This design comes from an exercise in tuning for small area, a short achievable clock period and few clock cycles per item on the open sky130 flow, not from production work. The RTL was checked by simulation tests, not by an equivalence proof against the original design. The flow treats the clock pin as an ideal source, which a real chip does not have.

## flow/design.v (module list and top-level ports; edited modules follow where they fit)
// module skinny_top: 547 lines
module skinny_top (
    input               clock,
    input               reset,
    input               start,
    input [7:0]         input_plaintext,
    input [23:0]        input_tweakey,
    output              ready,
    output              done,
    output [127:0]      ciphertext
);
  // ...
==> flow/flow/run.sh <==
#!/bin/bash
# Standard ORFS layout (the standard.sh), with the resizer asked to aim for
# a setup slack margin of 6.9 ns, so it works the critical paths harder.
set -euo pipefail
bash standard.sh SETUP_SLACK_MARGIN=6.9 POST_CTS_TCL=$PWD/flow/post_cts.tcl PRE_GLOBAL_ROUTE_TCL=$PWD/flow/pre_grt.tcl POST_GLOBAL_ROUTE_TCL=$PWD/flow/post_grt.tcl GRT_MARGIN=6.9 RECOVER_MARGIN=7.0 SETUP_MOVE_SEQUENCE=unbuffer,sizeup,swap 'BUFFER_PORTS_ARGS=-buffer_cell sky130_fd_sc_hd__buf_1' finish > standard_flow.log 2>&1
==> flow/flow/post_cts.tcl <==
set block [ord::get_db_block]
set root [$block findInst clkbuf_0_clock]
if { $root != "NULL" } {
  set in_net [[$root findITerm A] getNet]
  set out_net [[$root findITerm X] getNet]
  set loads {}
  foreach it [$out_net getITerms] {
    if { [$it getInst] != $root } { lappend loads $it }
  }
  if { [llength $loads] <= 4 } {
    foreach it $loads {
      $it disconnect
      $it connect $in_net
    }
    odb::dbInst_destroy $root
    odb::dbNet_destroy $out_net
    puts "post_cts: clock port now drives [llength $loads] clock buffers directly"
  } else {
    puts "post_cts: root buffer drives [llength $loads] cells, left in place"
  }
}
if { [info exists ::env(RECOVER_MARGIN)] } {
  estimate_parasitics -placement
  set_clock_uncertainty -setup $::env(RECOVER_MARGIN) [all_clocks]
  report_worst_slack -max
  report_design_area
  repair_timing -recover_power 100
  report_worst_slack -max
  report_design_area
  set_clock_uncertainty -setup 0 [all_clocks]
  detailed_placement
  check_placement -verbose
}
==> flow/flow/post_grt.tcl <==
# Take away the temporary setup uncertainty set by pre_grt.tcl.
if { [info exists ::env(GRT_MARGIN)] } {
  set_clock_uncertainty -setup 0 [all_clocks]
  report_worst_slack -max
  report_design_area
}
==> flow/flow/pre_grt.tcl <==
# Before global route: express the resizer's setup margin as a temporary
# clock uncertainty, so that the power-recovery step that follows the timing
# repair (RECOVER_POWER) keeps the same margin.  post_grt.tcl removes it.
if { [info exists ::env(GRT_MARGIN)] } {
  set ::env(SETUP_SLACK_MARGIN) 0
  set ::env(RECOVER_POWER) 100
  set_clock_uncertainty -setup $::env(GRT_MARGIN) [all_clocks]
  puts "pre_grt: setup uncertainty $::env(GRT_MARGIN) while repairing"
}
==> flow/standard.sh <==
#!/bin/bash
# synth_recipe.tcl (not shown) runs the flow's synth.tcl, then flattens the netlist and writes it again
# the make line also repeats each setting of config.mk as NAME=value (left out here)
make -C /OpenROAD-flow-scripts/flow DESIGN_CONFIG=/design/flow/config.mk WORK_HOME=/design/flow/orfs CLKGATE_MAP_FILE= SYNTH_SCRIPT=/design/flow/synth_recipe.tcl "${@:-finish}"
==> flow/config.mk <==
export PLATFORM = sky130hd
export DESIGN_NAME = skinny_top
export DESIGN_NICKNAME = skinny_top
export VERILOG_FILES = /design/flow/design.v
export SDC_FILE = /design/flow/constraint.sdc
export NUM_CORES = 4
export LEC_CHECK = 0
export CAP_MARGIN = 20
export CORE_MARGIN = 2
export CORE_UTILIZATION = 55
export CTS_CLUSTER_DIAMETER = 120
export CTS_CLUSTER_SIZE = 24
export SLEW_MARGIN = 20
==> flow/constraint.sdc <==
create_clock -name core_clock -period 10.0 [get_ports {clock}]
set_input_delay 2.0000 -clock core_clock [delete_from_list [all_inputs] [get_ports {clock}]]
set_output_delay 2.0000 -clock core_clock [all_outputs]
set_load 0.01 [all_outputs]
==> impl_metrics.yaml, run 1 <==
status:
  status: "complete, no violations"
placement:
  place_inst: 2483
  dp_hpwl_um: 47100
routing:
  vias_per_cell: 6.06
  met3WireLength_um: 3230
  wl_um: 63200
  route.detailed.drc: 0
  met2_length_um: 28400
floorplan:
  core_mm2: 0.0364
  ios: 165
worst_hold_path:
  hp-start: "tkv[284]"
grt:
  overflow: 0
  grt-busiest-layer: "met2"
synth:
  synthTopCellsByCount: "dfxtp_1 (512), xnor2_1 (293), o22ai_1 (256), nand2_1 (150), o21ai_0 (147)"
  yosys_warnings: 5
  netlist_instances: 1965
  synth_top_flop_cell: "dfxtp_1"
run:
  cap_violations: 0
final_layout:
  multiInputGateArea_mm2: 0.00916
  syn2layout_area_growth_pct: 10.0
  area_share_clock_buf_inv_pct: 2.76
  finalNonFillerCells: 2512
  buffers: 172
clocking:
  cts_tree: "yes"
sta:
  max_clock_freq_mhz: 327
  finalHoldViolCount: 0
setup_path:
  path_depth: 1
  cp-start-kind: "flip-flop"
  reg2reg_from: "st[46]"
  path_buf_inv: 1
  worst_ep_arrival_time_ns: 1.06
Testbench counts, summed over its fixed seeds: cycles 27,656, items 384.
==> run 2, diff against run 1 <==
--- a/flow/design.v
+++ b/flow/design.v
@@ -7,59 +7,57 @@
     output              ready,
     output              done,
     output [127:0]      ciphertext
 );
     reg [127:0] st;      
     reg  [383:0] tkv;
     wire [383:0] tk = tkv ^ 384'hb678464987a92670c949b0b67846c987a927708bf8897426564b13a9257a8bf8cb7426348fd99b70b26ae1cb7436648f;
     reg         loading;
-    reg [3:0]   lcnt;
     reg         busy;
-    reg [5:0]   rc;
+    reg [5:0]   rc;      
     reg         done_r;
     reg         ready_r;
     reg         idle_n;      
     wire last = (rc == 6'h0A);    
+    wire beat15 = (rc == 6'h00);
     assign ready      = ready_r;
     assign done       = done_r;
     assign ciphertext = st;
     reg loading_n, busy_n;
     always @(*) begin
         loading_n = loading;
         busy_n    = busy;
         if (loading) begin
-            if (lcnt == 4'd15) begin
+            if (beat15) begin
                 loading_n = 1'b0;
                 busy_n    = 1'b1;
             end
         end else if (busy) begin
             if (last)
                 busy_n = 1'b0;
         end else if (start) begin
             loading_n = 1'b1;
         end
     end
     always @(posedge clock or posedge reset) begin
         if (reset) begin
             loading <= 1'b0;
-            lcnt    <= 4'd0;
             busy    <= 1'b0;
             rc      <= 6'd0;
             done_r  <= 1'b0;
             ready_r <= 1'b0;
             idle_n  <= 1'b1;
         end else begin
             done_r  <= busy & last;
             loading <= loading_n;
             busy    <= busy_n;
             idle_n  <= ~busy_n;
             ready_r <= ~loading_n & ~busy_n;
-            lcnt    <= loading ? lcnt + 4'd1 : 4'd1;
-            rc      <= busy ? {rc[4:0], rc[5] ^ rc[4] ^ 1'b1} : 6'h01;
+            rc      <= (loading | busy) ? {rc[4:0], rc[5] ^ rc[4] ^ 1'b1} : 6'h09;
         end
     end
     wire [127:0] st_rnd = round(st, tk, rc);
     wire [383:0] tk_rnd = {tk_sched1(tk[383:256]), tk_sched2(tk[255:128]), tk_sched3(tk[127:0])};
     always @(posedge clock) begin
         st <= ({128{busy}} & st_rnd) | ({128{idle_n}} & {st[119:0], input_plaintext});
     end
     wire [383:0] tk_ld = {tk[359:0], input_tweakey};
==> flow/flow/run.sh (replaced) <==
#!/bin/bash
# Standard ORFS layout (the standard.sh), with the resizer asked to aim for
# a setup slack margin of 6.9 ns, so it works the critical paths harder.
set -euo pipefail
bash standard.sh SETUP_SLACK_MARGIN=6.9 POST_CTS_TCL=$PWD/flow/post_cts.tcl PRE_GLOBAL_ROUTE_TCL=$PWD/flow/pre_grt.tcl POST_GLOBAL_ROUTE_TCL=$PWD/flow/post_grt.tcl GRT_MARGIN=6.95 RECOVER_MARGIN=7.0 SETUP_MOVE_SEQUENCE=sizeup,swap 'BUFFER_PORTS_ARGS=-buffer_cell sky130_fd_sc_hd__buf_1' finish > standard_flow.log 2>&1
==> impl_metrics.yaml, run 2 <==
status:
  status: "complete, no violations"
synth:
  netlist_instances: 1957
  seq_area_frac_synth_pct: 52.3
  synth.area.top_cells: "dfxtp_1 (51%), xnor2_1 (13%), o22ai_1 (8.0%)"
  synth_most_common_cell: "dfxtp_1"
  ys_ff_latch: 523
  synthTopCellsByCount: "dfxtp_1 (512), xnor2_1 (292), o22ai_1 (256), nand2_1 (150), o21ai_0 (150)"
  synth.net_count: 1993
  synth_area_mm2: 0.0201
  syn_area_per_cell_um2: 10.3
  synth_cell_types: 34
  yosys_warnings: 5
  yosysTopAreaCellShare_pct: 50.9
  yosysTopAreaCell: "dfxtp_1"
  async_reset_ff_share_pct: 2.10
  synth_edf_count: 0
  synth_top_flop_cell: "dfxtp_1"
setup_path:
  reg2reg_depth: 8
  cpPeakStageDelay_ns: 0.42
  worst_ep_arrival_time_ns: 1.03
  required_ns: 8.00
  cp-end-kind: "output pin"
  cp_slowest_cell: "dfxtp_2"
  cp_max_fo: 6
  crit_chain: "clkbuf_1"
  path_buf_inv: 1
  path_depth: 1
  path_delay_family: "flip-flops"
  cp-start-kind: "flip-flop"
  criticalPathCategory: "flip-flop to output pin"
grt:
  overflow: 0
  antenna_found_initial: 0
  grt_pass1_vias: 14600
  track_usage_pct: 33.7
  grt_max_degree: 242
  grt_pass1_wl_um: 95400
sta:
  max_clock_freq_mhz: 330
  slew_violations: 0
  clock_skew_ns: 0.0232
  worst_pin_slew_ns: 1.20
  relSlewSlack_pct: 20.0
  finalCritPeriodShare_pct: 30.3
  finalHoldViolCount: 0
  finalSetupTns_ns: 0
  hold_ws_ns: 0.438
  setup_viol: 0
  finalCriticalPeriod_ns: 3.03
final_layout:
  layout_commonest_cell: "dfxtp_1"
  finalNonFillerCells: 2504
  largest_register_ffs: 384
  final_cell_mix: "dfxtp_1 (387), xnor2_1 (292), o22ai_1 (256)"
  layout-drive-gt1-share_pct: 12.2
  n_fill_cell: 3215
  syn2layout_area_growth_pct: 9.75
  multiInputGateArea_mm2: 0.00912
  seq_area_mm2: 0.0107
  fin_util_pct: 60.8
  max_flop_register: "tkv"
  reg_top3: "tkv x384, st x128, rc x6"
  antenna_cells: 0
  final_net_count: 2071
floorplan:
  die_w_um: 195
  row_count: 70
  die_h_um: 195
  start_util_pct: 55.4
  core_mm2: 0.0363
  ios: 165
  die-area_mm2: 0.0382
routing:
  wl_per_cell_um: 26.2
  drtPass1Iterations: 5
  route.vias.total: 15200
  route.detailed.drc: 0
  wl_um: 65600
  vias_per_cell: 6.08
  antenna_left: 0
  drt_iter0_drc: 1178
worst_hold_path:
  hold_class: "flip-flop to flip-flop"
  holdPathStages: 1
clocking:
  cts_num_sinks: 523
  clk-insertion-delay-late_ns: 0.44
  clkSlewWorstSetupHoldPaths_ns: 0.11
  cts_tree: "yes"
run:
  cap_violations: 0
placement:
  port_buffers: 164
  place_congestion: 0.944
  dp_hpwl_um: 49200
  place_inst: 2474
run 2: changes by cell type in the layout (fill, tap and decap cells not counted), moves of 3 or more:
| cell | previous run | this run |
|---|---|---|
| a21oi_1 | 0 | 3 |
| and2_1 | 28 | 25 |
| buf_2 | 8 | 0 |
| buf_6 | 52 | 27 |
| clkbuf_2 | 24 | 50 |
| dfrtp_1 | 13 | 9 |
| dfxtp_1 | 408 | 387 |
| dfxtp_2 | 96 | 109 |
| dfxtp_4 | 8 | 16 |
| nor2b_1 | 0 | 3 |
| o21ai_0 | 147 | 150 |
run 2: final timing paths:
path / startpoint / slack (ns) / endpoint
worst max-delay path: st[49] / 6.97 / ciphertext[49]
worst min-delay path: tkv[304] / 0.44 / tkv[328]
worst max register to register: st[47] / 7.04 / st[120]
worst min register to register: tkv[304] / 0.44 / tkv[328]
max in group asynchronous: reset / 8.09 / busy
min in group asynchronous: reset / 1.55 / loading
run 2: area by class of cell:
class	count	share of cell area [%]
clock buffers	26	2.75
repair buffers	173	4.55
well taps	468	2.65
clock inverters	1	0.136
flip-flops and latches	523	48.5
multi-input cells	1306	41.3
inverters	7	0.119
run 2: through the flow:
step	area (um^2)	setup slack, ns
after detailed placement	21000	7.05
after floorplan	20100	7.47
after global placement	21000	7.12
final	22100	6.97
run 2: routing by layer:
layer	global-route usage [%]	wire length, um	vias up	part of all wire (%)
met3	3.01	3280	105	5.0
met1	45.2	28200	7568	43
met5	0	0	-	0
met4	14.8	3180	0	4.9
met2	55.8	30900	460	47
li1	-	-	7089	-
run 2: logic make-up (layout without fill, tap and decap cells):
group	count (synthesis)	count (layout)	synth area share (%)
adders and majority gates	1	1	0.0621
and+or+nand+nor	313	313	7.48
AOI/OAI and AO/OA	566	566	18.5
muxes	16	16	0.795
buffers and inverters	128	207	2.46
DFF	523	523	52.3
xor gates and xnor gates	410	410	18.4
Testbench counts of run 2, summed over its fixed seeds: cycles 27,656, items 384.

-- separate check: timing with driven ports --
The flow's constraints put no driver on any port. The routed layouts listed below were extracted and timed again, unchanged, in two steps. Step 1: set_driving_cell puts a clkbuf_16 on clock and a buf_2 on each other input, an assumption about the parent block. Step 2 adds t to the input delays and takes it off the output delays; t is the mean of the earliest and latest rising clock arrival at the registers after step 1. Input paths then give back, and output paths get back, about the clock's delay inside the block. Three values: ideal ports, drivers, drivers and shift; two values: the first two.
run | shift t [ns] | setup slack, ns | worst setup path at the end | pins driven straight from the clock port
run 1 | 0.490 | 6.938 / 6.872 / 7.051 | register to register | 2
run 2 | 0.495 | 6.974 / 6.905 / 7.043 | register to register | 2
After both steps setup and hold are still met in every run listed.
